This design comes from an exercise in tuning for small area on the open sky130 flow, not from production work.
Function was checked by simulation only, so behaviour that the tests miss may differ from the original.

==> flow/design.v (outline; a module is shown in full before it is edited, if it fits) <==
// module butterfly_unit: 2339 lines
// module bu_fa: 4 lines
// module bu_sel3: 4 lines
// module bu_xnor: 3 lines
// module bu_or: 3 lines
module butterfly_unit #(
    parameter Q_IN    = 15,
    parameter Q_DATA = 15,
    parameter Q_OUT   = 15
)(
    input  wire clk,
    input  wire reset,
    input  wire valid_in,
    input  wire signed [Q_IN:0]    a_real, a_imag,
    input  wire signed [Q_IN:0]    b_real, b_imag,
    input  wire signed [Q_DATA:0] W_real, W_imag,
    output reg valid_out,
    output reg signed [Q_OUT:0]   y0_real, y0_imag,
    output reg signed [Q_OUT:0]   y1_real, y1_imag
);
  // ...
==> flow/flow/run.sh <==
#!/bin/bash
set -o pipefail
export BUFFER_PORTS_ARGS="-buffer_cell sky130_fd_sc_hd__buf_1"
export GPL_KEEP_OVERFLOW=0
bash standard.sh > standard.log 2>&1
==> flow/standard.sh <==
#!/bin/bash
# synth_recipe.tcl (not shown) runs the flow's synth.tcl, then flattens the netlist and writes it again
# the make line also repeats each setting of config.mk as NAME=value (left out here)
make -C /OpenROAD-flow-scripts/flow DESIGN_CONFIG=/design/flow/config.mk WORK_HOME=/design/flow/orfs CLKGATE_MAP_FILE= SYNTH_SCRIPT=/design/flow/synth_recipe.tcl "${@:-finish}"
==> flow/config.mk <==
export PLATFORM = sky130hd
export DESIGN_NAME = butterfly_unit
export DESIGN_NICKNAME = butterfly_unit
export VERILOG_FILES = /design/flow/design.v
export SDC_FILE = /design/flow/constraint.sdc
export NUM_CORES = 4
export LEC_CHECK = 0
export CAP_MARGIN = 20
export CORE_MARGIN = 2
export CORE_UTILIZATION = 40
export CTS_BUF_LIST = sky130_fd_sc_hd__clkbuf_8
export PLACE_DENSITY = 0.6
export SLEW_MARGIN = 20
export SYNTH_HIERARCHICAL = 1
==> flow/constraint.sdc <==
create_clock -name core_clock -period 20.0 [get_ports {clk}]
set_input_delay 4.0000 -clock core_clock [delete_from_list [all_inputs] [get_ports {clk}]]
set_output_delay 4.0000 -clock core_clock [all_outputs]
set_load 0.01 [all_outputs]
==> flow_summary.ini, run 1 <==
[status]
run_status = complete, no violations

[setup_path]
critical-path-top-cell-by-count = fa_2
worstReg2RegEnd = y1_real[2]
slowest_delay_ns = 0.60

[logic_synthesis]
synth_cell_types = 43
synth_edf_count = 0
synth_seq_area_share_pct = 7.79
synthesis.area_sq_um = 20200
syn-mean-instance-area_sq_um = 13.0

[finish]
syn_to_final_growth_pct = 11.5
utilization_of_the_core_after_routing_pct = 45.0
multi_input_gate_share_of_total_cell_area_pct = 82.4
layout.cells.largest_class = multi-input combinational cells
seq_share_pct = 6.99
non_clock_buffer_count = 193
stdcell_count = 2427
layout.sequential_cells = 63

[grt]
gr-usage-met3_pct = 4.53
wire_length_of_the_first_global_routing_pass_um = 109000
overall_routing_resource_usage_pct = 26.9
grt_remaining_overflow = 0

[route]
final_routed_wire_length_divided_by_cell_count_um = 28.1
route.layer.met1.wl_um = 26900
via_per_inst = 7.01
met2WireLength_um = 30900

[clock_tree]
holdBufCountCts = 0
clk-insertion-delay-late_ns = 0.34
max-clock-path-buffers = 2
htreeDepth = 3
cts_tree = built

[sta]
setup_total_negative_slack_ns = 0
maxSlewViolCount = 0
rsz_0062_raised_after_global_routing = no
max_slew.worst_pin.slew_ns = 1.04

[placed_design]
pre_cts_ws_ns = -0.963

[floorplanning]
core_sq_um = 50000
effective_utilization_at_floorplan_pct = 40.4
floorplan.die.width_um = 229
tap_cells = 672

[min_path]
holdPathEnd = y0_imag[5]
hold-path-cell-count = 1
==> run 2, diff against run 1 <==
--- a/flow/design.v
+++ b/flow/design.v
@@ -197,19 +197,17 @@
   wire sel107;
   bu_sel3 us107 (.s1(s1_90), .m1(s16), .s2(s2_91), .m2(s15), .s3(s3_92), .m3(s85), .y(sel107));
   wire sel108;
   bu_sel3 us108 (.s1(s1_90), .m1(s17), .s2(s2_91), .m2(s16), .s3(s3_92), .m3(s86), .y(sel108));
   wire sel109;
   bu_sel3 us109 (.s1(s1_90), .m1(p18), .s2(s2_91), .m2(s17), .s3(s3_92), .m3(s87), .y(sel109));
   wire sel110;
   bu_sel3 us110 (.s1(s1_90), .m1(p18), .s2(s2_91), .m2(p18), .s3(s3_92), .m3(s88), .y(sel110));
-  wire sel111;
-  bu_sel3 us111 (.s1(s1_90), .m1(p18), .s2(s2_91), .m2(p18), .s3(s3_92), .m3(m389), .y(sel111));
-  wire n112 = ~sel111;
+  wire n112 = (W_real[0] | W_real[1]) & p18;
   wire s1_113 = W_real[2] & ~W_real[3];
   wire s2_114 = ~W_real[2] & W_real[3];
   wire s3_115 = W_real[2] & W_real[3];
   wire sel116;
   bu_sel3 us116 (.s1(s1_113), .m1(p1), .s2(s2_114), .m2(1'b0), .s3(s3_115), .m3(p1), .y(sel116));
   wire sel117;
   bu_sel3 us117 (.s1(s1_113), .m1(s3), .s2(s2_114), .m2(p1), .s3(s3_115), .m3(m371), .y(sel117));
   wire sel118;
@@ -239,19 +237,17 @@
   wire sel130;
   bu_sel3 us130 (.s1(s1_113), .m1(s16), .s2(s2_114), .m2(s15), .s3(s3_115), .m3(s85), .y(sel130));
   wire sel131;
   bu_sel3 us131 (.s1(s1_113), .m1(s17), .s2(s2_114), .m2(s16), .s3(s3_115), .m3(s86), .y(sel131));
   wire sel132;
   bu_sel3 us132 (.s1(s1_113), .m1(p18), .s2(s2_114), .m2(s17), .s3(s3_115), .m3(s87), .y(sel132));
   wire sel133;
   bu_sel3 us133 (.s1(s1_113), .m1(p18), .s2(s2_114), .m2(p18), .s3(s3_115), .m3(s88), .y(sel133));
-  wire sel134;
-  bu_sel3 us134 (.s1(s1_113), .m1(p18), .s2(s2_114), .m2(p18), .s3(s3_115), .m3(m389), .y(sel134));
-  wire n135 = ~sel134;
+  wire n135 = (W_real[2] | W_real[3]) & p18;
   wire s1_136 = W_real[4] & ~W_real[5];
   wire s2_137 = ~W_real[4] & W_real[5];
   wire s3_138 = W_real[4] & W_real[5];
   wire sel139;
   bu_sel3 us139 (.s1(s1_136), .m1(p1), .s2(s2_137), .m2(1'b0), .s3(s3_138), .m3(p1), .y(sel139));
   wire sel140;
   bu_sel3 us140 (.s1(s1_136), .m1(s3), .s2(s2_137), .m2(p1), .s3(s3_138), .m3(m371), .y(sel140));
   wire sel141;
@@ -281,19 +277,17 @@
   wire sel153;
   bu_sel3 us153 (.s1(s1_136), .m1(s16), .s2(s2_137), .m2(s15), .s3(s3_138), .m3(s85), .y(sel153));
   wire sel154;
   bu_sel3 us154 (.s1(s1_136), .m1(s17), .s2(s2_137), .m2(s16), .s3(s3_138), .m3(s86), .y(sel154));
   wire sel155;
   bu_sel3 us155 (.s1(s1_136), .m1(p18), .s2(s2_137), .m2(s17), .s3(s3_138), .m3(s87), .y(sel155));
   wire sel156;
   bu_sel3 us156 (.s1(s1_136), .m1(p18), .s2(s2_137), .m2(p18), .s3(s3_138), .m3(s88), .y(sel156));
-  wire sel157;
-  bu_sel3 us157 (.s1(s1_136), .m1(p18), .s2(s2_137), .m2(p18), .s3(s3_138), .m3(m389), .y(sel157));
-  wire n158 = ~sel157;
+  wire n158 = (W_real[4] | W_real[5]) & p18;
   wire s1_159 = W_real[6] & ~W_real[7];
   wire s2_160 = ~W_real[6] & W_real[7];
   wire s3_161 = W_real[6] & W_real[7];
   wire sel162;
   bu_sel3 us162 (.s1(s1_159), .m1(p1), .s2(s2_160), .m2(1'b0), .s3(s3_161), .m3(p1), .y(sel162));
   wire sel163;
   bu_sel3 us163 (.s1(s1_159), .m1(s3), .s2(s2_160), .m2(p1), .s3(s3_161), .m3(m371), .y(sel163));
   wire sel164;
@@ -323,19 +317,17 @@
   wire sel176;
   bu_sel3 us176 (.s1(s1_159), .m1(s16), .s2(s2_160), .m2(s15), .s3(s3_161), .m3(s85), .y(sel176));
   wire sel177;
   bu_sel3 us177 (.s1(s1_159), .m1(s17), .s2(s2_160), .m2(s16), .s3(s3_161), .m3(s86), .y(sel177));
   wire sel178;
   bu_sel3 us178 (.s1(s1_159), .m1(p18), .s2(s2_160), .m2(s17), .s3(s3_161), .m3(s87), .y(sel178));
   wire sel179;
   bu_sel3 us179 (.s1(s1_159), .m1(p18), .s2(s2_160), .m2(p18), .s3(s3_161), .m3(s88), .y(sel179));
-  wire sel180;
-  bu_sel3 us180 (.s1(s1_159), .m1(p18), .s2(s2_160), .m2(p18), .s3(s3_161), .m3(m389), .y(sel180));
-  wire n181 = ~sel180;
+  wire n181 = (W_real[6] | W_real[7]) & p18;
   wire s1_182 = W_real[8] & ~W_real[9];
   wire s2_183 = ~W_real[8] & W_real[9];
   wire s3_184 = W_real[8] & W_real[9];
   wire sel185;
   bu_sel3 us185 (.s1(s1_182), .m1(p1), .s2(s2_183), .m2(1'b0), .s3(s3_184), .m3(p1), .y(sel185));
   wire sel186;
   bu_sel3 us186 (.s1(s1_182), .m1(s3), .s2(s2_183), .m2(p1), .s3(s3_184), .m3(m371), .y(sel186));
   wire sel187;
@@ -365,19 +357,17 @@
   wire sel199;
   bu_sel3 us199 (.s1(s1_182), .m1(s16), .s2(s2_183), .m2(s15), .s3(s3_184), .m3(s85), .y(sel199));
   wire sel200;
   bu_sel3 us200 (.s1(s1_182), .m1(s17), .s2(s2_183), .m2(s16), .s3(s3_184), .m3(s86), .y(sel200));
   wire sel201;
   bu_sel3 us201 (.s1(s1_182), .m1(p18), .s2(s2_183), .m2(s17), .s3(s3_184), .m3(s87), .y(sel201));
   wire sel202;
   bu_sel3 us202 (.s1(s1_182), .m1(p18), .s2(s2_183), .m2(p18), .s3(s3_184), .m3(s88), .y(sel202));
-  wire sel203;
-  bu_sel3 us203 (.s1(s1_182), .m1(p18), .s2(s2_183), .m2(p18), .s3(s3_184), .m3(m389), .y(sel203));
-  wire n204 = ~sel203;
+  wire n204 = (W_real[8] | W_real[9]) & p18;
   wire s1_205 = W_real[10] & ~W_real[11];
   wire s2_206 = ~W_real[10] & W_real[11];
   wire s3_207 = W_real[10] & W_real[11];
   wire sel208;
   bu_sel3 us208 (.s1(s1_205), .m1(p1), .s2(s2_206), .m2(1'b0), .s3(s3_207), .m3(p1), .y(sel208));
   wire sel209;
   bu_sel3 us209 (.s1(s1_205), .m1(s3), .s2(s2_206), .m2(p1), .s3(s3_207), .m3(m371), .y(sel209));
   wire sel210;
@@ -407,19 +397,17 @@
   wire sel222;
   bu_sel3 us222 (.s1(s1_205), .m1(s16), .s2(s2_206), .m2(s15), .s3(s3_207), .m3(s85), .y(sel222));
   wire sel223;
   bu_sel3 us223 (.s1(s1_205), .m1(s17), .s2(s2_206), .m2(s16), .s3(s3_207), .m3(s86), .y(sel223));
   wire sel224;
   bu_sel3 us224 (.s1(s1_205), .m1(p18), .s2(s2_206), .m2(s17), .s3(s3_207), .m3(s87), .y(sel224));
   wire sel225;
   bu_sel3 us225 (.s1(s1_205), .m1(p18), .s2(s2_206), .m2(p18), .s3(s3_207), .m3(s88), .y(sel225));
-  wire sel226;
-  bu_sel3 us226 (.s1(s1_205), .m1(p18), .s2(s2_206), .m2(p18), .s3(s3_207), .m3(m389), .y(sel226));
-  wire n227 = ~sel226;
+  wire n227 = (W_real[10] | W_real[11]) & p18;
   wire s1_228 = W_real[12] & ~W_real[13];
   wire s2_229 = ~W_real[12] & W_real[13];
   wire s3_230 = W_real[12] & W_real[13];
   wire sel231;
   bu_sel3 us231 (.s1(s1_228), .m1(p1), .s2(s2_229), .m2(1'b0), .s3(s3_230), .m3(p1), .y(sel231));
   wire sel232;
   bu_sel3 us232 (.s1(s1_228), .m1(s3), .s2(s2_229), .m2(p1), .s3(s3_230), .m3(m371), .y(sel232));
   wire sel233;
@@ -449,19 +437,17 @@
   wire sel245;
   bu_sel3 us245 (.s1(s1_228), .m1(s16), .s2(s2_229), .m2(s15), .s3(s3_230), .m3(s85), .y(sel245));
   wire sel246;
   bu_sel3 us246 (.s1(s1_228), .m1(s17), .s2(s2_229), .m2(s16), .s3(s3_230), .m3(s86), .y(sel246));
   wire sel247;
   bu_sel3 us247 (.s1(s1_228), .m1(p18), .s2(s2_229), .m2(s17), .s3(s3_230), .m3(s87), .y(sel247));
   wire sel248;
   bu_sel3 us248 (.s1(s1_228), .m1(p18), .s2(s2_229), .m2(p18), .s3(s3_230), .m3(s88), .y(sel248));
-  wire sel249;
-  bu_sel3 us249 (.s1(s1_228), .m1(p18), .s2(s2_229), .m2(p18), .s3(s3_230), .m3(m389), .y(sel249));
-  wire n250 = ~sel249;
+  wire n250 = (W_real[12] | W_real[13]) & p18;
   wire two251 = W_real[15] & ~W_real[14];
   wire t252 = p1 ^ W_real[15];
   wire t253 = s3 ^ W_real[15];
   wire t254 = s4 ^ W_real[15];
   wire t255 = s5 ^ W_real[15];
   wire t256 = s6 ^ W_real[15];
   wire t257 = s7 ^ W_real[15];
   wire t258 = s8 ^ W_real[15];
@@ -849,19 +835,17 @@
   wire sel468;
   bu_sel3 us468 (.s1(s1_451), .m1(s68), .s2(s2_452), .m2(s67), .s3(s3_453), .m3(s446), .y(sel468));
   wire sel469;
   bu_sel3 us469 (.s1(s1_451), .m1(s69), .s2(s2_452), .m2(s68), .s3(s3_453), .m3(s447), .y(sel469));
   wire sel470;
   bu_sel3 us470 (.s1(s1_451), .m1(p70), .s2(s2_452), .m2(s69), .s3(s3_453), .m3(s448), .y(sel470));
   wire sel471;
   bu_sel3 us471 (.s1(s1_451), .m1(p70), .s2(s2_452), .m2(p70), .s3(s3_453), .m3(s449), .y(sel471));
-  wire sel472;
-  bu_sel3 us472 (.s1(s1_451), .m1(p70), .s2(s2_452), .m2(p70), .s3(s3_453), .m3(m3450), .y(sel472));
-  wire n473 = ~sel472;
+  wire n473 = (b_imag[0] | b_imag[1]) & p70;
   wire s1_474 = b_imag[2] & ~b_imag[3];
   wire s2_475 = ~b_imag[2] & b_imag[3];
   wire s3_476 = b_imag[2] & b_imag[3];
   wire sel477;
   bu_sel3 us477 (.s1(s1_474), .m1(p53), .s2(s2_475), .m2(1'b0), .s3(s3_476), .m3(p53), .y(sel477));
   wire sel478;
   bu_sel3 us478 (.s1(s1_474), .m1(s55), .s2(s2_475), .m2(p53), .s3(s3_476), .m3(m3432), .y(sel478));
   wire sel479;
@@ -891,19 +875,17 @@
   wire sel491;
   bu_sel3 us491 (.s1(s1_474), .m1(s68), .s2(s2_475), .m2(s67), .s3(s3_476), .m3(s446), .y(sel491));
   wire sel492;
   bu_sel3 us492 (.s1(s1_474), .m1(s69), .s2(s2_475), .m2(s68), .s3(s3_476), .m3(s447), .y(sel492));
   wire sel493;
   bu_sel3 us493 (.s1(s1_474), .m1(p70), .s2(s2_475), .m2(s69), .s3(s3_476), .m3(s448), .y(sel493));
   wire sel494;
   bu_sel3 us494 (.s1(s1_474), .m1(p70), .s2(s2_475), .m2(p70), .s3(s3_476), .m3(s449), .y(sel494));
-  wire sel495;
-  bu_sel3 us495 (.s1(s1_474), .m1(p70), .s2(s2_475), .m2(p70), .s3(s3_476), .m3(m3450), .y(sel495));
-  wire n496 = ~sel495;
+  wire n496 = (b_imag[2] | b_imag[3]) & p70;
   wire s1_497 = b_imag[4] & ~b_imag[5];
   wire s2_498 = ~b_imag[4] & b_imag[5];
   wire s3_499 = b_imag[4] & b_imag[5];
   wire sel500;
   bu_sel3 us500 (.s1(s1_497), .m1(p53), .s2(s2_498), .m2(1'b0), .s3(s3_499), .m3(p53), .y(sel500));
   wire sel501;
   bu_sel3 us501 (.s1(s1_497), .m1(s55), .s2(s2_498), .m2(p53), .s3(s3_499), .m3(m3432), .y(sel501));
   wire sel502;
@@ -933,19 +915,17 @@
   wire sel514;
   bu_sel3 us514 (.s1(s1_497), .m1(s68), .s2(s2_498), .m2(s67), .s3(s3_499), .m3(s446), .y(sel514));
   wire sel515;
   bu_sel3 us515 (.s1(s1_497), .m1(s69), .s2(s2_498), .m2(s68), .s3(s3_499), .m3(s447), .y(sel515));
   wire sel516;
   bu_sel3 us516 (.s1(s1_497), .m1(p70), .s2(s2_498), .m2(s69), .s3(s3_499), .m3(s448), .y(sel516));
   wire sel517;
   bu_sel3 us517 (.s1(s1_497), .m1(p70), .s2(s2_498), .m2(p70), .s3(s3_499), .m3(s449), .y(sel517));
-  wire sel518;
-  bu_sel3 us518 (.s1(s1_497), .m1(p70), .s2(s2_498), .m2(p70), .s3(s3_499), .m3(m3450), .y(sel518));
-  wire n519 = ~sel518;
+  wire n519 = (b_imag[4] | b_imag[5]) & p70;
   wire s1_520 = b_imag[6] & ~b_imag[7];
   wire s2_521 = ~b_imag[6] & b_imag[7];
   wire s3_522 = b_imag[6] & b_imag[7];
   wire sel523;
   bu_sel3 us523 (.s1(s1_520), .m1(p53), .s2(s2_521), .m2(1'b0), .s3(s3_522), .m3(p53), .y(sel523));
   wire sel524;
   bu_sel3 us524 (.s1(s1_520), .m1(s55), .s2(s2_521), .m2(p53), .s3(s3_522), .m3(m3432), .y(sel524));
   wire sel525;
@@ -975,19 +955,17 @@
   wire sel537;
   bu_sel3 us537 (.s1(s1_520), .m1(s68), .s2(s2_521), .m2(s67), .s3(s3_522), .m3(s446), .y(sel537));
   wire sel538;
   bu_sel3 us538 (.s1(s1_520), .m1(s69), .s2(s2_521), .m2(s68), .s3(s3_522), .m3(s447), .y(sel538));
   wire sel539;
   bu_sel3 us539 (.s1(s1_520), .m1(p70), .s2(s2_521), .m2(s69), .s3(s3_522), .m3(s448), .y(sel539));
   wire sel540;
   bu_sel3 us540 (.s1(s1_520), .m1(p70), .s2(s2_521), .m2(p70), .s3(s3_522), .m3(s449), .y(sel540));
-  wire sel541;
-  bu_sel3 us541 (.s1(s1_520), .m1(p70), .s2(s2_521), .m2(p70), .s3(s3_522), .m3(m3450), .y(sel541));
-  wire n542 = ~sel541;
+  wire n542 = (b_imag[6] | b_imag[7]) & p70;
   wire s1_543 = b_imag[8] & ~b_imag[9];
   wire s2_544 = ~b_imag[8] & b_imag[9];
   wire s3_545 = b_imag[8] & b_imag[9];
   wire sel546;
   bu_sel3 us546 (.s1(s1_543), .m1(p53), .s2(s2_544), .m2(1'b0), .s3(s3_545), .m3(p53), .y(sel546));
   wire sel547;
   bu_sel3 us547 (.s1(s1_543), .m1(s55), .s2(s2_544), .m2(p53), .s3(s3_545), .m3(m3432), .y(sel547));
   wire sel548;
@@ -1017,19 +995,17 @@
   wire sel560;
   bu_sel3 us560 (.s1(s1_543), .m1(s68), .s2(s2_544), .m2(s67), .s3(s3_545), .m3(s446), .y(sel560));
   wire sel561;
   bu_sel3 us561 (.s1(s1_543), .m1(s69), .s2(s2_544), .m2(s68), .s3(s3_545), .m3(s447), .y(sel561));
   wire sel562;
   bu_sel3 us562 (.s1(s1_543), .m1(p70), .s2(s2_544), .m2(s69), .s3(s3_545), .m3(s448), .y(sel562));
   wire sel563;
   bu_sel3 us563 (.s1(s1_543), .m1(p70), .s2(s2_544), .m2(p70), .s3(s3_545), .m3(s449), .y(sel563));
-  wire sel564;
-  bu_sel3 us564 (.s1(s1_543), .m1(p70), .s2(s2_544), .m2(p70), .s3(s3_545), .m3(m3450), .y(sel564));
-  wire n565 = ~sel564;
+  wire n565 = (b_imag[8] | b_imag[9]) & p70;
   wire s1_566 = b_imag[10] & ~b_imag[11];
   wire s2_567 = ~b_imag[10] & b_imag[11];
   wire s3_568 = b_imag[10] & b_imag[11];
   wire sel569;
   bu_sel3 us569 (.s1(s1_566), .m1(p53), .s2(s2_567), .m2(1'b0), .s3(s3_568), .m3(p53), .y(sel569));
   wire sel570;
   bu_sel3 us570 (.s1(s1_566), .m1(s55), .s2(s2_567), .m2(p53), .s3(s3_568), .m3(m3432), .y(sel570));
   wire sel571;
@@ -1059,19 +1035,17 @@
   wire sel583;
   bu_sel3 us583 (.s1(s1_566), .m1(s68), .s2(s2_567), .m2(s67), .s3(s3_568), .m3(s446), .y(sel583));
   wire sel584;
   bu_sel3 us584 (.s1(s1_566), .m1(s69), .s2(s2_567), .m2(s68), .s3(s3_568), .m3(s447), .y(sel584));
   wire sel585;
   bu_sel3 us585 (.s1(s1_566), .m1(p70), .s2(s2_567), .m2(s69), .s3(s3_568), .m3(s448), .y(sel585));
   wire sel586;
   bu_sel3 us586 (.s1(s1_566), .m1(p70), .s2(s2_567), .m2(p70), .s3(s3_568), .m3(s449), .y(sel586));
-  wire sel587;
-  bu_sel3 us587 (.s1(s1_566), .m1(p70), .s2(s2_567), .m2(p70), .s3(s3_568), .m3(m3450), .y(sel587));
-  wire n588 = ~sel587;
+  wire n588 = (b_imag[10] | b_imag[11]) & p70;
   wire s1_589 = b_imag[12] & ~b_imag[13];
   wire s2_590 = ~b_imag[12] & b_imag[13];
   wire s3_591 = b_imag[12] & b_imag[13];
   wire sel592;
   bu_sel3 us592 (.s1(s1_589), .m1(p53), .s2(s2_590), .m2(1'b0), .s3(s3_591), .m3(p53), .y(sel592));
   wire sel593;
   bu_sel3 us593 (.s1(s1_589), .m1(s55), .s2(s2_590), .m2(p53), .s3(s3_591), .m3(m3432), .y(sel593));
   wire sel594;
@@ -1101,19 +1075,17 @@
   wire sel606;
   bu_sel3 us606 (.s1(s1_589), .m1(s68), .s2(s2_590), .m2(s67), .s3(s3_591), .m3(s446), .y(sel606));
   wire sel607;
   bu_sel3 us607 (.s1(s1_589), .m1(s69), .s2(s2_590), .m2(s68), .s3(s3_591), .m3(s447), .y(sel607));
   wire sel608;
   bu_sel3 us608 (.s1(s1_589), .m1(p70), .s2(s2_590), .m2(s69), .s3(s3_591), .m3(s448), .y(sel608));
   wire sel609;
   bu_sel3 us609 (.s1(s1_589), .m1(p70), .s2(s2_590), .m2(p70), .s3(s3_591), .m3(s449), .y(sel609));
-  wire sel610;
-  bu_sel3 us610 (.s1(s1_589), .m1(p70), .s2(s2_590), .m2(p70), .s3(s3_591), .m3(m3450), .y(sel610));
-  wire n611 = ~sel610;
+  wire n611 = (b_imag[12] | b_imag[13]) & p70;
   wire two612 = b_imag[15] & ~b_imag[14];
   wire t613 = p53 ^ b_imag[15];
   wire t614 = s55 ^ b_imag[15];
   wire t615 = s56 ^ b_imag[15];
   wire t616 = s57 ^ b_imag[15];
   wire t617 = s58 ^ b_imag[15];
   wire t618 = s59 ^ b_imag[15];
   wire t619 = s60 ^ b_imag[15];
@@ -1603,19 +1575,17 @@
   wire sel908;
   bu_sel3 us908 (.s1(s1_891), .m1(s50), .s2(s2_892), .m2(s49), .s3(s3_893), .m3(s886), .y(sel908));
   wire sel909;
   bu_sel3 us909 (.s1(s1_891), .m1(s51), .s2(s2_892), .m2(s50), .s3(s3_893), .m3(s887), .y(sel909));
   wire sel910;
   bu_sel3 us910 (.s1(s1_891), .m1(p52), .s2(s2_892), .m2(s51), .s3(s3_893), .m3(s888), .y(sel910));
   wire sel911;
   bu_sel3 us911 (.s1(s1_891), .m1(p52), .s2(s2_892), .m2(p52), .s3(s3_893), .m3(s889), .y(sel911));
-  wire sel912;
-  bu_sel3 us912 (.s1(s1_891), .m1(p52), .s2(s2_892), .m2(p52), .s3(s3_893), .m3(m3890), .y(sel912));
-  wire n913 = ~sel912;
+  wire n913 = (b_real[0] | b_real[1]) & p52;
   wire s1_914 = b_real[2] & ~b_real[3];
   wire s2_915 = ~b_real[2] & b_real[3];
   wire s3_916 = b_real[2] & b_real[3];
   wire sel917;
   bu_sel3 us917 (.s1(s1_914), .m1(p35), .s2(s2_915), .m2(1'b0), .s3(s3_916), .m3(p35), .y(sel917));
   wire sel918;
   bu_sel3 us918 (.s1(s1_914), .m1(s37), .s2(s2_915), .m2(p35), .s3(s3_916), .m3(m3872), .y(sel918));
   wire sel919;
@@ -1645,19 +1615,17 @@
   wire sel931;
   bu_sel3 us931 (.s1(s1_914), .m1(s50), .s2(s2_915), .m2(s49), .s3(s3_916), .m3(s886), .y(sel931));
   wire sel932;
   bu_sel3 us932 (.s1(s1_914), .m1(s51), .s2(s2_915), .m2(s50), .s3(s3_916), .m3(s887), .y(sel932));
   wire sel933;
   bu_sel3 us933 (.s1(s1_914), .m1(p52), .s2(s2_915), .m2(s51), .s3(s3_916), .m3(s888), .y(sel933));
   wire sel934;
   bu_sel3 us934 (.s1(s1_914), .m1(p52), .s2(s2_915), .m2(p52), .s3(s3_916), .m3(s889), .y(sel934));
-  wire sel935;
-  bu_sel3 us935 (.s1(s1_914), .m1(p52), .s2(s2_915), .m2(p52), .s3(s3_916), .m3(m3890), .y(sel935));
-  wire n936 = ~sel935;
+  wire n936 = (b_real[2] | b_real[3]) & p52;
   wire s1_937 = b_real[4] & ~b_real[5];
   wire s2_938 = ~b_real[4] & b_real[5];
   wire s3_939 = b_real[4] & b_real[5];
   wire sel940;
   bu_sel3 us940 (.s1(s1_937), .m1(p35), .s2(s2_938), .m2(1'b0), .s3(s3_939), .m3(p35), .y(sel940));
   wire sel941;
   bu_sel3 us941 (.s1(s1_937), .m1(s37), .s2(s2_938), .m2(p35), .s3(s3_939), .m3(m3872), .y(sel941));
   wire sel942;
@@ -1687,19 +1655,17 @@
   wire sel954;
   bu_sel3 us954 (.s1(s1_937), .m1(s50), .s2(s2_938), .m2(s49), .s3(s3_939), .m3(s886), .y(sel954));
   wire sel955;
   bu_sel3 us955 (.s1(s1_937), .m1(s51), .s2(s2_938), .m2(s50), .s3(s3_939), .m3(s887), .y(sel955));
   wire sel956;
   bu_sel3 us956 (.s1(s1_937), .m1(p52), .s2(s2_938), .m2(s51), .s3(s3_939), .m3(s888), .y(sel956));
   wire sel957;
   bu_sel3 us957 (.s1(s1_937), .m1(p52), .s2(s2_938), .m2(p52), .s3(s3_939), .m3(s889), .y(sel957));
-  wire sel958;
-  bu_sel3 us958 (.s1(s1_937), .m1(p52), .s2(s2_938), .m2(p52), .s3(s3_939), .m3(m3890), .y(sel958));
-  wire n959 = ~sel958;
+  wire n959 = (b_real[4] | b_real[5]) & p52;
   wire s1_960 = b_real[6] & ~b_real[7];
   wire s2_961 = ~b_real[6] & b_real[7];
   wire s3_962 = b_real[6] & b_real[7];
   wire sel963;
   bu_sel3 us963 (.s1(s1_960), .m1(p35), .s2(s2_961), .m2(1'b0), .s3(s3_962), .m3(p35), .y(sel963));
   wire sel964;
   bu_sel3 us964 (.s1(s1_960), .m1(s37), .s2(s2_961), .m2(p35), .s3(s3_962), .m3(m3872), .y(sel964));
   wire sel965;
@@ -1729,19 +1695,17 @@
   wire sel977;
   bu_sel3 us977 (.s1(s1_960), .m1(s50), .s2(s2_961), .m2(s49), .s3(s3_962), .m3(s886), .y(sel977));
   wire sel978;
   bu_sel3 us978 (.s1(s1_960), .m1(s51), .s2(s2_961), .m2(s50), .s3(s3_962), .m3(s887), .y(sel978));
   wire sel979;
   bu_sel3 us979 (.s1(s1_960), .m1(p52), .s2(s2_961), .m2(s51), .s3(s3_962), .m3(s888), .y(sel979));
   wire sel980;
   bu_sel3 us980 (.s1(s1_960), .m1(p52), .s2(s2_961), .m2(p52), .s3(s3_962), .m3(s889), .y(sel980));
-  wire sel981;
-  bu_sel3 us981 (.s1(s1_960), .m1(p52), .s2(s2_961), .m2(p52), .s3(s3_962), .m3(m3890), .y(sel981));
-  wire n982 = ~sel981;
+  wire n982 = (b_real[6] | b_real[7]) & p52;
   wire s1_983 = b_real[8] & ~b_real[9];
   wire s2_984 = ~b_real[8] & b_real[9];
   wire s3_985 = b_real[8] & b_real[9];
   wire sel986;
   bu_sel3 us986 (.s1(s1_983), .m1(p35), .s2(s2_984), .m2(1'b0), .s3(s3_985), .m3(p35), .y(sel986));
   wire sel987;
   bu_sel3 us987 (.s1(s1_983), .m1(s37), .s2(s2_984), .m2(p35), .s3(s3_985), .m3(m3872), .y(sel987));
   wire sel988;
@@ -1771,19 +1735,17 @@
   wire sel1000;
   bu_sel3 us1000 (.s1(s1_983), .m1(s50), .s2(s2_984), .m2(s49), .s3(s3_985), .m3(s886), .y(sel1000));
   wire sel1001;
   bu_sel3 us1001 (.s1(s1_983), .m1(s51), .s2(s2_984), .m2(s50), .s3(s3_985), .m3(s887), .y(sel1001));
   wire sel1002;
   bu_sel3 us1002 (.s1(s1_983), .m1(p52), .s2(s2_984), .m2(s51), .s3(s3_985), .m3(s888), .y(sel1002));
   wire sel1003;
   bu_sel3 us1003 (.s1(s1_983), .m1(p52), .s2(s2_984), .m2(p52), .s3(s3_985), .m3(s889), .y(sel1003));
-  wire sel1004;
-  bu_sel3 us1004 (.s1(s1_983), .m1(p52), .s2(s2_984), .m2(p52), .s3(s3_985), .m3(m3890), .y(sel1004));
-  wire n1005 = ~sel1004;
+  wire n1005 = (b_real[8] | b_real[9]) & p52;
   wire s1_1006 = b_real[10] & ~b_real[11];
   wire s2_1007 = ~b_real[10] & b_real[11];
   wire s3_1008 = b_real[10] & b_real[11];
   wire sel1009;
   bu_sel3 us1009 (.s1(s1_1006), .m1(p35), .s2(s2_1007), .m2(1'b0), .s3(s3_1008), .m3(p35), .y(sel1009));
   wire sel1010;
   bu_sel3 us1010 (.s1(s1_1006), .m1(s37), .s2(s2_1007), .m2(p35), .s3(s3_1008), .m3(m3872), .y(sel1010));
   wire sel1011;
@@ -1813,19 +1775,17 @@
   wire sel1023;
   bu_sel3 us1023 (.s1(s1_1006), .m1(s50), .s2(s2_1007), .m2(s49), .s3(s3_1008), .m3(s886), .y(sel1023));
   wire sel1024;
   bu_sel3 us1024 (.s1(s1_1006), .m1(s51), .s2(s2_1007), .m2(s50), .s3(s3_1008), .m3(s887), .y(sel1024));
   wire sel1025;
   bu_sel3 us1025 (.s1(s1_1006), .m1(p52), .s2(s2_1007), .m2(s51), .s3(s3_1008), .m3(s888), .y(sel1025));
   wire sel1026;
   bu_sel3 us1026 (.s1(s1_1006), .m1(p52), .s2(s2_1007), .m2(p52), .s3(s3_1008), .m3(s889), .y(sel1026));
-  wire sel1027;
-  bu_sel3 us1027 (.s1(s1_1006), .m1(p52), .s2(s2_1007), .m2(p52), .s3(s3_1008), .m3(m3890), .y(sel1027));
-  wire n1028 = ~sel1027;
+  wire n1028 = (b_real[10] | b_real[11]) & p52;
   wire s1_1029 = b_real[12] & ~b_real[13];
   wire s2_1030 = ~b_real[12] & b_real[13];
   wire s3_1031 = b_real[12] & b_real[13];
   wire sel1032;
   bu_sel3 us1032 (.s1(s1_1029), .m1(p35), .s2(s2_1030), .m2(1'b0), .s3(s3_1031), .m3(p35), .y(sel1032));
   wire sel1033;
   bu_sel3 us1033 (.s1(s1_1029), .m1(s37), .s2(s2_1030), .m2(p35), .s3(s3_1031), .m3(m3872), .y(sel1033));
   wire sel1034;
@@ -1855,19 +1815,17 @@
   wire sel1046;
   bu_sel3 us1046 (.s1(s1_1029), .m1(s50), .s2(s2_1030), .m2(s49), .s3(s3_1031), .m3(s886), .y(sel1046));
   wire sel1047;
   bu_sel3 us1047 (.s1(s1_1029), .m1(s51), .s2(s2_1030), .m2(s50), .s3(s3_1031), .m3(s887), .y(sel1047));
   wire sel1048;
   bu_sel3 us1048 (.s1(s1_1029), .m1(p52), .s2(s2_1030), .m2(s51), .s3(s3_1031), .m3(s888), .y(sel1048));
   wire sel1049;
   bu_sel3 us1049 (.s1(s1_1029), .m1(p52), .s2(s2_1030), .m2(p52), .s3(s3_1031), .m3(s889), .y(sel1049));
-  wire sel1050;
-  bu_sel3 us1050 (.s1(s1_1029), .m1(p52), .s2(s2_1030), .m2(p52), .s3(s3_1031), .m3(m3890), .y(sel1050));
-  wire n1051 = ~sel1050;
+  wire n1051 = (b_real[12] | b_real[13]) & p52;
   wire two1052 = b_real[15] & ~b_real[14];
   wire t1053 = p35 ^ b_real[15];
   wire t1054 = s37 ^ b_real[15];
   wire t1055 = s38 ^ b_real[15];
   wire t1056 = s39 ^ b_real[15];
   wire t1057 = s40 ^ b_real[15];
   wire t1058 = s41 ^ b_real[15];
   wire t1059 = s42 ^ b_real[15];
==> run 2 against run 1 <==
- global-route usage increased by 0.16 points
- sequential cell count is the same
- still clean
- via count rose by 0.68%
- first-iteration DRC count up 1.4%
- synthesized area is 0.38% lower
==> flow_summary.ini, run 2 <==
[floorplanning]
die_height_um = 228
io_pins = 164
floorplan.die.width_um = 228
core.rowCount = 82
core_sq_um = 49900
fp.dieArea_sq_um = 52100
effective_utilization_at_floorplan_pct = 40.3

[setup_path]
timing.critical_path.to_type = register
setup.worst_path.class = in2reg
regToRegSetupSlack_ns = 19.21
path_max_fanout = 6
worstPathRequired_ns = 20.25
reg2reg_depth = 1
critPathArrivalTime_ns = 19.84
timing.critical_path.from_type = primary input
critical-path-top-cell-by-count = fa_2
reg2reg_from = y1_real[0]
slowest_delay_ns = 0.60
worstReg2RegEnd = y1_real[0]
critPathSlowestCell = xnor2_1

[clock_tree]
cts.reportedPaths.clkPinSlew_ns = 0.07
htreeDepth = 3
holdBufCountCts = 0
cts_root_buf = clkbuf_8
clock_sink_count = 63
max-clock-path-buffers = 2
cts_tree = built
number_of_clock_buffers_inserted_by_tritoncts = 9
clk-insertion-delay-late_ns = 0.36

[sta]
report.final.setup_viol = 0
maxClockFrequency_ghz = 0.0511
hold_viol_final = 0
hold_slack_ns = 0.508
setup_total_negative_slack_ns = 0
max_slew_margin_pct = 24.3
finalWorstPathRequiredPeriod_ns = 19.58
maxSlewViolCount = 0
max_slew.worst_pin.slew_ns = 1.14
fin_worst_skew_ns = 0
final.period_utilization_pct = 97.9

[min_path]
holdPathEnd = y1_imag[6]
hold-path-cell-count = 1
hold_path.startpoint = y1_imag[6]
hp-class = reg2reg

[route]
via_count_of_the_routed_design = 17100
drt_first_pass_iters = 14
drt_first_iter_violations = 4279
via_per_inst = 6.99
drc = 0
drt.antenna.violating_nets = 0
final_routed_wire_length_divided_by_cell_count_um = 28.5
routed_wirelength_um = 69700

[placed_design]
port_buffers = 163
place_hpwl_um = 56500
place.gp.congestion = 0.942

[finish]
final_net_count = 2440
biggestRegsByFlops = y0_imag (16), y1_real (16)
final.fill_count = 4607
post_route_cells_drive_above_1_share_pct = 14.9
utilization_of_the_core_after_routing_pct = 45.1
antenna_cells_inserted = 0
final_common_cell = fa_1
most-common-layout-cells = fa_1 (472), a222oi_1 (378), buf_1 (159)
syn_to_final_growth_pct = 11.9

[grt]
initial_antenna_violation_count = 5
pin_count_of_the_biggest_net_entering_global_routing = 45
grt_remaining_overflow = 0
first_global_vias = 17700
wire_length_of_the_first_global_routing_pass_um = 110000
overall_routing_resource_usage_pct = 27.0

[logic_synthesis]
netlist_top_cells_area = fa_1 (54%), a222oi_1 (19%), dfrtp_1 (7.7%)
synth_warnings = 7
flops_latches_synth = 63
post-synth-top-count-cell = fa_1
most_instantiated_flip_flop_cell_in_the_synthesis_netlist = dfrtp_1
syn-mean-instance-area_sq_um = 12.9
synth_cell_types = 45
synth_edf_count = 0
yosys.area.top_type = fa_1
synth_top_area_share_pct = 53.7
synth_seq_area_share_pct = 7.82
ranking_of_synthesized_cells_by_instance_count = fa_1 (539), a222oi_1 (378), inv_1 (78)
synth_cells = 1555
synthArstFlopShare_pct = 98.4
synthesis.area_sq_um = 20100

[flow_run]
drv_cap = 0

[status]
run_status = complete, no violations
run 2: cell types whose count changed after synthesis, sizes merged, moves of 16 or more:
| cell | before | now |
|---|---|---|
| a211oi | 13 | 45 |
| nor2b | 45 | 29 |
| a222oi | 399 | 378 |
| and2 | 16 | 58 |
| nor3 | 33 | 1 |
| xor2 | 33 | 5 |
| nor2 | 25 | 46 |
| a21oi | 41 | 59 |
| inv | 96 | 80 |
run 2: how the worst max path moves through the flow:
stage                         start     endpoint  slack [ns]  cells after the start
after floorplan           W_imag[0]  y0_imag[15]        0.05                     42
after global placement    W_real[0]  y0_imag[15]       -2.16                     42
after detailed placement  b_real[0]  y0_imag[15]       -1.20                     44
after CTS                 b_real[0]  y1_real[15]        0.01                     43
after global routing      b_real[0]  y1_real[15]       -0.01                     43
final                     b_imag[0]  y1_real[15]        0.42                     43
run 2: what timing repair did:
action | 4_1_cts | 5_1_grt
endpoints found under the hold margin | 0 | 0
pin swaps | 24 | 32
gates resized for setup | 44 | 35
buffers inserted | 21 | 23
setup endpoints to repair | 6 | 4
cloned | 2 | 0
run 2: cell families after synthesis:
| group | synth area share (%) |
|---|---|
| adders and majority gates | 55.6 |
| xor gates and xnor gates | 2.92 |
| other | 0.0187 |
| DFF | 7.82 |
| AOI/OAI and AO/OA | 23.1 |
| buffers and inverters | 2.24 |
| muxes | 3.42 |
| and+or+nand+nor | 4.94 |
run 2: Yosys stat by module, one instance, submodules excluded:
module	copies in the design	cell area, sq um	flops+latches
bu_xnor	28	8.76	0
butterfly_unit	1	5110	63
bu_fa	539	20.0	0
bu_or	28	6.26	0
bu_sel3	378	10.0	0
run 2: critical path, delay by kind of cell:
kind / cells / cell delay (ns)
AO/OA/AOI/OAI: 1 / 0.45
XOR/XNOR: 3 / 0.99
buffers and inverters: 4 / 0.53
AND/OR/NAND/NOR: 1 / 0.27
multiplexers: 1 / 0.27
adder cells (fa/ha/maj): 33 / 13.32
run 2: cell type report:
cell class / count / area (sq um) / share of cell area (%)
Clock buffer: 10 / 138 / 0.612
Clock inverter: 6 / 36.3 / 0.161
Inverter: 82 / 322 / 1.43
Multi-Input combinational cell: 1402 / 18500 / 82.2
Sequential cell: 63 / 1570 / 6.99
Tap cell: 672 / 841 / 3.74
Timing Repair Buffer: 214 / 1090 / 4.84
Timing Repair inverter: 2 / 8.76 / 0.0390
run 2: metrics by stage:
| step | cell area [sq um] | instances | worst slack [ns] |
|---|---|---|---|
| floorplan | 20200 | 1575 | 0.0455 |
| global placement | 21500 | 2382 | -2.16 |
| detailed placement | 21700 | 2388 | -1.20 |
| CTS | 22200 | 2427 | 0.0147 |
| global route | 22500 | 2451 | -0.00985 |
| finish | 22500 | 2451 | 0.416 |
run 2: per-layer routing:
layer | vias to the layer above | global-route usage, % | part of all wire [%]
met3 | 153 | 7.20 | 13
met1 | 8849 | 36.9 | 38
met5 | - | 0 | 0.080
met4 | 10 | 7.97 | 3.4
met2 | 1301 | 42.3 | 45
li1 | 6815 | - | -
==> run 3, diff against run 2 <==
==> flow/flow/run.sh (replaced) <==
#!/bin/bash
set -o pipefail
export BUFFER_PORTS_ARGS="-buffer_cell sky130_fd_sc_hd__buf_1"
export GPL_KEEP_OVERFLOW=0
export SETUP_MOVE_SEQUENCE="unbuffer,sizeup,swap"
bash standard.sh > standard.log 2>&1
==> run 3 against run 2 <==
- still clean
- synthesized area stayed put
- via count is 1.7% lower
- cell count is 1.9% lower
- synthesized cell count stayed put
- non-clock buffer count is 44 lower
- register-to-register slack hardly changed
- sequential cell count stayed put
- utilization is 0.74 points lower
- count of clock-buffer cells in the layout stayed put
- clock skew stayed put
- critical endpoint unchanged
==> flow_summary.ini, run 3 <==
[status]
run_status = complete, no violations

[logic_synthesis]
yosys.area.top_type = fa_1
most_instantiated_flip_flop_cell_in_the_synthesis_netlist = dfrtp_1
post_synth_fa_ha_maj_area_fraction_pct = 55.6
ranking_of_synthesized_cells_by_instance_count = fa_1 (539), a222oi_1 (378), inv_1 (78)
synth_cells = 1555
synth_compound_gate_area_share_pct = 23.1
synth.mux.area_fraction_pct = 3.42
post-synth-top-count-cell = fa_1
synthesis.area_sq_um = 20100
flops_latches_synth = 63
syn-mean-instance-area_sq_um = 12.9
synth-xor-area-share_pct = 2.92
synthArstFlopShare_pct = 98.4
synth_warnings = 7
synth_edf_count = 0
dominant_combinational_cell_family_by_area_after_synthesis = adder cells
synthSimpleGateAreaFrac_pct = 4.94
synth_top_area_share_pct = 53.7
netlist_top_cells_area = fa_1 (54%), a222oi_1 (19%), dfrtp_1 (7.7%)
synth_cell_types = 45
synth_seq_area_share_pct = 7.82

[sta]
final.period_utilization_pct = 97.7
finalWorstPathRequiredPeriod_ns = 19.53
maxSlewViolCount = 0
hold_viol_final = 0
report.final.setup_viol = 0
max_slew.worst_pin.slew_ns = 1.15
postLayoutSetupSlackWorst_ns = 0.467
setup_total_negative_slack_ns = 0
maxClockFrequency_ghz = 0.0512
fin_worst_skew_ns = 0
max_slew_margin_pct = 23.7

[setup_path]
critPathArrivalTime_ns = 19.78
critical-path-top-cell-by-count = fa_2
cpLargestDelayFamily = adder cells
slowest_delay_ns = 0.61
cp-startpoint = b_imag[0]
timing.critical_path.to_type = register
path_max_fanout = 18
reg2reg_from = y1_real[0]
critPathSlowestCell = fa_2
setup.worst_path.class = in2reg
worstPathBufferInverterCount = 3
timing.critical_path.from_type = primary input
worstPathRequired_ns = 20.25

[placed_design]
port_buffers = 163
place_hpwl_um = 56500
place_area_sq_um = 21700
place.gp.congestion = 0.942
pre_cts_ws_ns = -1.20

[finish]
final_net_count = 2394
syn_to_final_growth_pct = 10.0
final_design_area_no_fill_sq_um = 22100
antenna_cells_inserted = 0
most-common-layout-cells = fa_1 (463), a222oi_1 (378), buf_1 (160)
biggestRegsByFlops = y0_imag (16), y1_real (16)
post_route_cells_drive_above_1_share_pct = 13.1
final_common_cell = fa_1

[floorplanning]
fp.dieArea_sq_um = 52100
core.rowCount = 82
floorplan.die.width_um = 228
io_pins = 164
core_sq_um = 49900
die_height_um = 228
effective_utilization_at_floorplan_pct = 40.3

[grt]
overall_routing_resource_usage_pct = 26.8
wire_length_of_the_first_global_routing_pass_um = 109000
initial_antenna_violation_count = 5
first_global_vias = 17600
pin_count_of_the_biggest_net_entering_global_routing = 45
grt_remaining_overflow = 0

[route]
dr_wl_met3_um = 8530
routed_wirelength_um = 69100
via_count_of_the_routed_design = 16800
met2WireLength_um = 31600
drt.antenna.violating_nets = 0
drt_first_iter_violations = 4461
highest_layer = met5
drc = 0
drt_first_pass_iters = 15
via_per_inst = 7.00
final_routed_wire_length_divided_by_cell_count_um = 28.7
route.layer.met1.wl_um = 26800

[clock_tree]
clock_sink_count = 63
cts_root_buf = clkbuf_8
number_of_clock_buffers_inserted_by_tritoncts = 9
holdBufCountCts = 0
cts_tree = built
max-clock-path-buffers = 2
htreeDepth = 3
clk-insertion-delay-late_ns = 0.36
cts.reportedPaths.clkPinSlew_ns = 0.07

[flow_run]
drv_cap = 0

[min_path]
hp-class = reg2reg
hold_path.startpoint = y1_imag[6]
## run 3: cell count changes in the layout (fill, tap and decap cells not counted)
cell and change:
buf_4 -39, fa_1 -9, fa_2 +9, buf_12 -4
buf_1 +1, buf_2 -1, clkbuf_2 -1, clkinvlp_2 -1
inv_2 -1, inv_4 +1, inv_6 -1
## run 3: layout make-up
type	count	area [sq um]
Fill cell	4612	27700
Multi-Input combinational cell	1402	18500
Sequential cell	63	1570
Clock buffer	10	138
Inverter	82	319
Clock inverter	6	36.3
Tap cell	672	841
Timing Repair Buffer	170	708
## run 3: metal layers
layer / global-route usage (%) / up-vias
li1: - / 6731
met1: 36.9 / 8771
met2: 42.2 / 1210
met3: 6.69 / 123
met4: 7.78 / 10
met5: 0 / -
## run 3: Yosys stat by module (local to each module, per instance)
module / flip-flops and latches / area (sq um) / cells
bu_fa: 0 / 20.0 / 1
bu_or: 0 / 6.26 / 1
bu_sel3: 0 / 10.0 / 1
bu_xnor: 0 / 8.76 / 1
butterfly_unit: 63 / 5110 / 582
## run 3: logic make-up (layout without fill, tap and decap cells)
| logic type | Yosys count | after routing |
|---|---|---|
| compound gates | 512 | 512 |
| xor+xnor | 60 | 60 |
| fa+ha+maj | 570 | 570 |
| buf+inv | 110 | 268 |
| flops | 63 | 63 |
| mux | 61 | 61 |
| other cells | 1 | 21 |
| simple gates | 178 | 178 |
## run 3: worst paths after layout
kind / endpoint / slack [ns] / depth (start not counted)
hold reg to reg: y1_imag[6] / 0.51 / 1
setup / recovery: y1_real[15] / 0.47 / 43
min in group asynchronous: y1_imag[15] / 3.63 / 2
hold / removal: y1_imag[6] / 0.51 / 1
max in group asynchronous: y1_real[3] / 15.86 / 3
setup reg to reg: y1_real[0] / 19.21 / 1
## run 3: through the flow
step	std cells	hold slack [ns]	util (%)
after global placement	2382	0.491	43.1
after global routing	2405	0.525	44.4
after CTS	2404	0.511	44.1
final	2405	0.508	44.4
after detailed placement	2388	0.495	43.5
after floorplan	1575	0.551	-
## run 3: what timing repair did
action / 4_1_cts / 5_1_grt
pin swaps: 20 / 22
setup endpoints to repair: 6 / 4
gates resized for setup: 48 / 39
buffers inserted: 0 / 0
endpoints found under the hold margin: 0 / 0
==> run 4, diff against run 3 <==
--- a/flow/config.mk
+++ b/flow/config.mk
@@ -7,8 +7,8 @@
 export LEC_CHECK = 0
 export CAP_MARGIN = 20
 export CORE_MARGIN = 2
-export CORE_UTILIZATION = 40
+export CORE_UTILIZATION = 55
 export CTS_BUF_LIST = sky130_fd_sc_hd__clkbuf_8
-export PLACE_DENSITY = 0.6
+export PLACE_DENSITY = 0.7
 export SLEW_MARGIN = 20
 export SYNTH_HIERARCHICAL = 1
==> run 4 against run 3 <==
- non-clock buffer count stayed put
- critical endpoint unchanged
- via count up 1.5%
- worst setup slack got worse by 0.096 ns
- wire length decreased by 2.9%
- critical path depth unchanged
- worst hold slack lost 0.0011 ns
==> flow_summary.ini, run 4 <==
[setup_path]
critical-path-top-cell-by-count = fa_2
endpoint = y1_real[15]
slowest_delay_ns = 0.83
path_max_fanout = 18
critPathSlowestCell = fa_2
timing.critical_path.to_type = register
regToRegSetupSlack_ns = 19.06
setup.worst_path.class = in2reg
reg2reg_depth = 1
worstReg2RegEnd = y0_imag[15]
cp-startpoint = b_real[0]
reg2reg_from = y0_imag[15]
critPathArrivalTime_ns = 19.92
worstPathRequired_ns = 20.29
timing.critical_path.from_type = primary input

[logic_synthesis]
ranking_of_synthesized_cells_by_instance_count = fa_1 (539), a222oi_1 (378), inv_1 (78)
most_instantiated_flip_flop_cell_in_the_synthesis_netlist = dfrtp_1
yosys.area.top_type = fa_1
synthArstFlopShare_pct = 98.4
synthesis.area_sq_um = 20100
synth_cell_types = 45
flops_latches_synth = 63
post-synth-top-count-cell = fa_1
synth_seq_area_share_pct = 7.82
syn-mean-instance-area_sq_um = 12.9
netlist_top_cells_area = fa_1 (54%), a222oi_1 (19%), dfrtp_1 (7.7%)
synth_edf_count = 0
synth_cells = 1555
synth_warnings = 7
synth_top_area_share_pct = 53.7

[floorplanning]
die_height_um = 195
effective_utilization_at_floorplan_pct = 55.4
io_pins = 164
core_sq_um = 36300
core.rowCount = 70
fp.dieArea_sq_um = 38100
floorplan.die.width_um = 195

[route]
drt_first_pass_iters = 17
drt.antenna.violating_nets = 0
drt_first_iter_violations = 4395
via_count_of_the_routed_design = 17100
routed_wirelength_um = 67100
final_routed_wire_length_divided_by_cell_count_um = 30.5
via_per_inst = 7.77
drc = 0

[sta]
max_slew.worst_pin.slew_ns = 1.23
hold_viol_final = 0
maxSlewViolCount = 0
hold_slack_ns = 0.507
report.final.setup_viol = 0
final.period_utilization_pct = 98.1
postLayoutSetupSlackWorst_ns = 0.372
setup_total_negative_slack_ns = 0
finalWorstPathRequiredPeriod_ns = 19.63
fin_worst_skew_ns = 0
max_slew_margin_pct = 17.7
maxClockFrequency_ghz = 0.0509

[finish]
antenna_cells_inserted = 0
post_route_cells_drive_above_1_share_pct = 13.2
final_design_area_no_fill_sq_um = 21900
biggestRegsByFlops = y0_imag (16), y1_real (16)
utilization_of_the_core_after_routing_pct = 60.4
final.fill_count = 2975
final_net_count = 2394
most-common-layout-cells = fa_1 (462), a222oi_1 (378), buf_1 (159)
stdcell_count = 2201
syn_to_final_growth_pct = 9.01
final_common_cell = fa_1

[status]
run_status = complete, no violations

[clock_tree]
post-cts-setup-buffers = 0
holdBufCountCts = 0
clk-insertion-delay-late_ns = 0.39
number_of_clock_buffers_inserted_by_tritoncts = 9
cts.reportedPaths.clkPinSlew_ns = 0.09
cts_tree = built
htreeDepth = 3
cts_root_buf = clkbuf_8
clock_sink_count = 63
max-clock-path-buffers = 2

[grt]
overall_routing_resource_usage_pct = 36.4
first_global_vias = 18100
initial_antenna_violation_count = 0
pin_count_of_the_biggest_net_entering_global_routing = 45
grt_remaining_overflow = 0
wire_length_of_the_first_global_routing_pass_um = 106000

[placed_design]
place_area_sq_um = 21500
pre_cts_ws_ns = -1.13
place.detailed.instances = 2185
place_hpwl_um = 53700
place.gp.congestion = 1.01
port_buffers = 163

[min_path]
hp-class = reg2reg

[flow_run]
drv_cap = 0
==> run 4: per-module statistics from Yosys, one instance, submodules excluded <==
| module | cell area [sq um] | cells inside | flops+latches | copies in the design |
|---|---|---|---|---|
| bu_or | 6.26 | 1 | 0 | 28 |
| bu_xnor | 8.76 | 1 | 0 | 28 |
| butterfly_unit | 5110 | 582 | 63 | 1 |
| bu_fa | 20.0 | 1 | 0 | 539 |
| bu_sel3 | 10.0 | 1 | 0 | 378 |
==> run 4: area by class of cell <==
cell class | count | area [sq um] | area share [%]
Multi-Input combinational cell | 1402 | 18500 | 84.4
Inverter | 82 | 319 | 1.46
Clock inverter | 7 | 96.3 | 0.440
Sequential cell | 63 | 1570 | 7.17
Clock buffer | 9 | 124 | 0.565
Tap cell | 468 | 586 | 2.67
Timing Repair Buffer | 170 | 713 | 3.25
==> run 4: timing repair <==
action | CTS | global route
endpoints found under the setup margin | 4 | 5
endpoints found under the hold margin | 0 | 0
gates resized for setup | 34 | 54
pin swaps | 6 | 43
==> run 4: cell families after synthesis <==
kind of cell | after synthesis | synth area share [%]
AO/OA/AOI/OAI | 512 | 23.1
XOR/XNOR | 60 | 2.92
adder cells (fa/ha/maj) | 570 | 55.6
buffers and inverters | 110 | 2.24
flip-flops | 63 | 7.82
multiplexers | 61 | 3.42
other | 1 | 0.0187
AND/OR/NAND/NOR | 178 | 4.94
==> run 4: routing by layer <==
layer / vias to the layer above / track usage, % / share of wire (%)
li1: 6731 / - / -
met1: 8706 / 46.6 / 35
met2: 1398 / 58.3 / 47
met3: 262 / 10.7 / 13
met4: 0 / 15.3 / 5.1
met5: - / 0 / 0
==> run 4: worst max-delay path, delay by kind of cell <==
family                     cells  cell delay (ns)
AOI/OAI and AO/OA              1             0.47
xor gates and xnor gates       2             0.37
muxes                          1             0.26
adders and majority gates     36            14.52
buffers and inverters          3             0.25
==> run 4: how the worst min path moves through the flow <==
stage                      startpoint          end  slack [ns]  cells after the start
final                      y1_real[6]   y1_real[6]        0.51                      1
after CTS                  y0_real[6]   y0_real[6]        0.51                      1
after global placement     y1_real[8]   y1_real[8]        0.49                      1
after global routing       y1_imag[9]   y1_imag[9]        0.53                      1
after detailed placement  y0_real[10]  y0_real[10]        0.49                      1
after floorplan           y0_imag[15]  y0_imag[15]        0.55                      1

==> what the ideal ports hide <==
No port has a modelled driver above. Below, the same layouts with a new extraction and two added sets of constraints. Step 1 assumes that a clkbuf_16 drives the clock port and a buf_2 every other input. Step 2 moves the port delays by t, midway between the first and last clock arrival at a register: inputs arrive t later, outputs are due t later. That takes back most of the time a late clock gives input paths. Three values: ideal, step 1, step 2; two values: the first two.
| run | t, ns | slack for setup (ns) | latest minus earliest clock arrival (ns) | worst slew at a driven data input, ns |
|---|---|---|---|---|
| run 1 | 0.369 | 0.407 / 0.421 / 0.052 | 0.012 / 0.012 | 0.10 |
| run 2 | 0.394 | 0.416 / 0.434 / 0.040 | 0.013 / 0.013 | 0.11 |
| run 3 | 0.397 | 0.467 / 0.487 / 0.090 | 0.014 / 0.014 | 0.12 |
| run 4 | 0.440 | 0.372 / 0.396 / -0.043 | 0.012 / 0.011 | 0.06 |
With both steps, setup timing fails in run 4, where it was met with ideal ports. For run 4, which loses most, drivers alone change the setup slack by +0.024 ns; drivers and shift together by -0.415 ns.
